Background: an optimization exercise with open tools, aiming at small area. Do not read the settings as production practice.
At most, simulation tests tie the RTL to the original design; equivalence was not proved.

Setup of v6:
Design nonuniform_top_v0, start of the top module:
module nonuniform_top_v0 #(
    parameter IMAGE_WIDE_LENGTH = 256    ,
    parameter IMAGE_HIGH_LENGTH = 192    ,
    parameter ADDRS_DW          = 21     ,
    parameter DW                = 16
) (
    input                               i_rst_n                 ,
    input                               i_clk                   ,
    input   [DW-1:0]                    i_data                  ,
    input                               i_hs                    ,
    input                               i_vs                    ,
    input   [3:0]                       i_clac_b_mean_num       ,
    input                               i_clac_b_en             ,
    input   [ADDRS_DW-1:0]              i_b_addrs               ,
    output                              o_clac_b_done           ,
    input   [3:0]                       i_data_sel              ,
    input   [ADDRS_DW-1:0]              i_k_addrs               ,
    input                               i_init_k_load           ,
    output                              o_bp_type               ,
    output  [DW-1:0]                    o_data                  ,
    output  [DW-1:0]                    o_calc_b_mean_data      ,
    output  [DW-1:0]                    o_center_y16_data       ,
    output  [DW-1:0]                    o_sub_aver_y16          ,
    output                              o_hs                    ,
    output                              o_vs                    ,
    output                              o_mem_wr_start          ,
    output   [ADDRS_DW-1:0]             o_mem_wr_addrs          ,
    output   [ADDRS_DW-1:0]             o_mem_wr_lengths        ,
    output   [DW-1:0]                   o_mem_wr_data           ,
    output                              o_mem_wr_data_vld       ,
    output                              o_mem_rd0_start         ,
    output   [ADDRS_DW-1:0]             o_mem_rd0_addrs         ,
    output   [ADDRS_DW-1:0]             o_mem_rd0_lengths       ,
    input    [DW-1:0]                   i_mem_rd0_data          ,
    output                              o_mem_rd0_data_req      ,
    output                              o_mem_rd1_start         ,
    output   [ADDRS_DW-1:0]             o_mem_rd1_addrs         ,
    output   [ADDRS_DW-1:0]             o_mem_rd1_lengths       ,
    input    [DW-1:0]                   i_mem_rd1_data          ,
    output                              o_mem_rd1_data_req
);
Size: roughly 380 flip-flops, ~320 I/O pins, about 0.022 mm2 of cells after synthesis.
export LEC_CHECK = 0
export CAP_MARGIN = 20
export CORE_MARGIN = 2
export CORE_UTILIZATION = 65
export PLACE_DENSITY = 0.8
export SLEW_MARGIN = 20
export SYNTH_HIERARCHICAL = 1
export SYNTH_MINIMUM_KEEP_SIZE = 0
create_clock -name core_clock -period 10.0 [get_ports {i_clk}]
standard.sh (not shown) runs the stock make flow with config.mk's settings and CLKGATE_MAP_FILE= SYNTH_SCRIPT=/design/flow/synth_recipe.tcl, a recipe that flattens the netlist after the stock synthesis.
==> flow/flow/run.sh <==
#!/bin/bash
# Standard ORFS layout (the standard.sh), with the port buffers made from
# the smallest buffer cell and the clock tree built as below.
set -euo pipefail
export BUFFER_PORTS_ARGS="-buffer_cell sky130_fd_sc_hd__buf_1"
export SKIP_REPAIR_TIE_FANOUT=1
export CTS_ARGS="-sink_clustering_enable -repair_clock_nets -dont_use_dummy_load -buf_list {sky130_fd_sc_hd__clkbuf_8} -sink_clustering_size 16 -sink_clustering_max_diameter 50"
bash standard.sh > standard.log 2>&1
What v7 does differently from v6 at the input level:
diff --git a/flow/design.v b/flow/design.v
--- a/flow/design.v
+++ b/flow/design.v
@@ -1351,32 +1351,27 @@
 always @(posedge i_clk) begin
     wr_data <= wr_nx;
 end
 assign o_mem_wr_data     = wr_data;
 assign o_mem_wr_data_vld = hsd[1] & vsd[1];
 reg     [31:0]  data_sum;
 wire    [31:0]  data_sum_nx;
 wire    [32:0]  sum_c;
 wire            sum_en = mean_en & o_mem_wr_data_vld;
 assign sum_c[0] = 1'b0;
-wire    [15:0]  hi_ones;         
-assign hi_ones[0] = 1'b1;
 generate
     for (gi = 0; gi < 32; gi = gi + 1) begin : g_sum
         if (gi < DW) begin : g_fa
             nuc_fa u_fa (.a(data_sum[gi]), .b(wr_data[gi] & sum_en), .c(sum_c[gi]), .s(data_sum_nx[gi]), .co(sum_c[gi+1]));
         end
-        else begin : g_inc
-            if (gi > DW) begin : g_ones
-                assign hi_ones[gi-DW] = hi_ones[gi-DW-1] & data_sum[gi-1];
-            end
-            assign data_sum_nx[gi] = data_sum[gi] ^ (sum_c[DW] & hi_ones[gi-DW]);
+        else begin : g_ha
+            nuc_ha u_ha (.a(data_sum[gi]), .b(sum_c[gi]), .s(data_sum_nx[gi]), .co(sum_c[gi+1]));
         end
     end
 endgenerate
 always @(posedge i_clk) begin
     if (vs_rise && calc_en)
         data_sum <= 32'd0;
     else
         data_sum <= data_sum_nx;     
 end
 localparam D_IDLE = 2'd0, D_S1 = 2'd1, D_S2 = 2'd2, D_S3 = 2'd3;
--- outcome ---
- Clock insertion delay at the later pin of the skew report ended up 0.05 ns lower on v7 than on v6.
- Ratio of final minimum period to clock period is higher on v6
- v7 has completed all stages; timing, DRC and antenna checks passed.
- The run with more setup slack is v7; v6 has less.
- Design area across v7 and v6: no real change.
No run of this note included a check of the RTL's function; only the layout flow was run.

---

== job 103 ==
Another version of the RTL of nonuniform_top_v0 (not shown whole).
For scale: roughly 380 flip-flops, ~320 I/O pins, about 21000 um^2 of cells after synthesis.
Settings: LEC_CHECK=0, ABC_AREA=1, CAP_MARGIN=20, CORE_MARGIN=2, CORE_UTILIZATION=65, PLACE_DENSITY=0.8, SLEW_MARGIN=20, SYNTH_HIERARCHICAL=1, SYNTH_MINIMUM_KEEP_SIZE=0; clock period 10.0 ns.
==> flow/flow/run.sh <==
#!/bin/bash
# Standard ORFS layout (the standard.sh), with the port buffers made from
# the smallest buffer cell and the clock tree built as below.
set -euo pipefail
export BUFFER_PORTS_ARGS="-buffer_cell sky130_fd_sc_hd__buf_1"
export SKIP_REPAIR_TIE_FANOUT=1
export CTS_ARGS="-sink_clustering_enable -repair_clock_nets -dont_use_dummy_load -buf_list {sky130_fd_sc_hd__clkbuf_4} -sink_clustering_size 10 -sink_clustering_max_diameter 40"
bash standard.sh > standard.log 2>&1
[inputs] job 101 vs job 103
--- a/flow/design.v
+++ b/flow/design.v
@@ -1264,31 +1264,32 @@
     default: raw_word = {1'b0, k_word};
     endcase
 end
 function [15:0] sat16;
     input [17:0] p;
     reg          pos, neg;
     begin
         pos   = !p[17] && (p[16] | p[15]);
         neg   =  p[17] && !(p[16] & p[15]);
         sat16 = {neg | (p[15] & !pos), {15{pos}} | (p[14:0] & {15{!neg}})};
     end
 endfunction
-wire    [DW-1:0]    y16 = sat16(prod);
-reg     [DW-1:0]    pipe [0:9];
+reg     [17:0]      pipe0;
+reg     [DW-1:0]    pipe [1:9];
 reg     [9:0]       bp_pipe;
 integer i;
 always @(posedge i_clk) begin
-    pipe[0] <= (sel == 2'd0) ? y16 : raw_word;
-    for (i = 1; i < 10; i = i + 1)
+    pipe0 <= (sel == 2'd0) ? prod : {{2{raw_word[DW-1]}}, raw_word};
+    pipe[1] <= sat16(pipe0);
+    for (i = 2; i < 10; i = i + 1)
         pipe[i] <= pipe[i-1];
     bp_pipe <= {bp_pipe[8:0], i_mem_rd1_data[DW-1]};
 end
 assign o_data    = pipe[9];
 assign o_bp_type = bp_pipe[9];
 localparam CENTER_NUM = (IMAGE_HIGH_LENGTH / 2 - 1) * IMAGE_WIDE_LENGTH + IMAGE_WIDE_LENGTH / 2 - 1;
 reg     [14:0]  pcnt;
 wire    [14:0]  pcnt_inc;
 wire    [15:0]  pcnt_c;
 assign pcnt_c[0] = 1'b1;
 generate
     for (gi = 0; gi < 15; gi = gi + 1) begin : g_pcnt
@@ -1302,25 +1303,25 @@
         pcnt <= pcnt_inc;
 end
 wire    center_in = pix_vld && (pcnt == CENTER_NUM);
 reg     [3:0]       ccnt;        
 reg     [DW-1:0]    center_y16;
 reg     [DW-1:0]    center_out;
 always @(posedge i_clk) begin
     if (center_in)
         ccnt <= 4'd10;
     else if (ccnt != 4'd0)
         ccnt <= ccnt - 1'b1;
     if (ccnt == 4'd10)
-        center_y16 <= y16;
+        center_y16 <= sat16(prod);
     if (ccnt == 4'd1)
         center_out <= center_y16;
 end
 assign o_center_y16_data = center_out;
 reg     [1:0]   calc_en_dly;
 reg             calc_sync;
 reg             calc_done;
 wire            vs_fall = vsd[1] & ~vsd[0];
 wire            vs_rise = ~vsd[1] & vsd[0];
 always @(posedge i_clk or negedge i_rst_n) begin
     if (!i_rst_n) begin
         calc_en_dly <= 2'b00;
[summary]
Compared with job 103, in job 101 design area now sits higher, number of clock buffers in the layout increased about 2%.
Looking at share of the clock period used by the worst path after layout, job 101 sits 0.29 points below job 103.
Taking job 103 as the reference, in job 101 count of instances resized after the clock tree is built went up by 1; layout-stage area growth over the synthesis result was more or less identical; post-placement cell area up 1.3%; post-synthesis xor/xnor area fraction shows no meaningful change.
Against job 103, final wirelength in job 101 came out worse.
Only the layout flow was run in job 101; the RTL was not checked for function there.

re-timing with driven ports:
No port has a modelled driver above. Below, the same layouts with a new extraction and two added sets of constraints. Step 1 (the two cells are an assumption about what drives the block):
set clk [get_ports {i_clk}]
set_driving_cell -lib_cell sky130_fd_sc_hd__clkbuf_16 $clk
set_driving_cell -lib_cell sky130_fd_sc_hd__buf_2 [delete_from_list [all_inputs] $clk]
Step 2 adds t to the input delays and takes it off the output delays; t is the mean of the earliest and latest rising clock arrival at the registers after step 1. Input paths then give back, and output paths get back, about the clock's delay inside the block. Three values: ideal, step 1, step 2; two values: the first two.
| run | shift t [ns] | setup slack, ns | clock arrival spread, ns | slew at the worst register clock pin (ns) |
|---|---|---|---|---|
| v6 | 0.615 | 0.213 / 0.166 / -0.354 | 0.097 / 0.097 | 0.09 / 0.09 |
| v7 | 0.564 | 0.255 / 0.211 / -0.139 | 0.102 / 0.102 | 0.10 / 0.10 |
| job 103 | 0.668 | 0.192 / 0.174 / -0.459 | 0.089 / 0.090 | 0.10 / 0.10 |
| job 101 | 0.690 | 0.221 / 0.174 / -0.322 | 0.067 / 0.066 | 0.11 / 0.11 |
With both steps, setup timing fails in every run listed, where it was met with ideal ports. The setup slack of job 103, which loses most, moves by -0.018 ns with the drivers and by -0.651 ns with both steps.
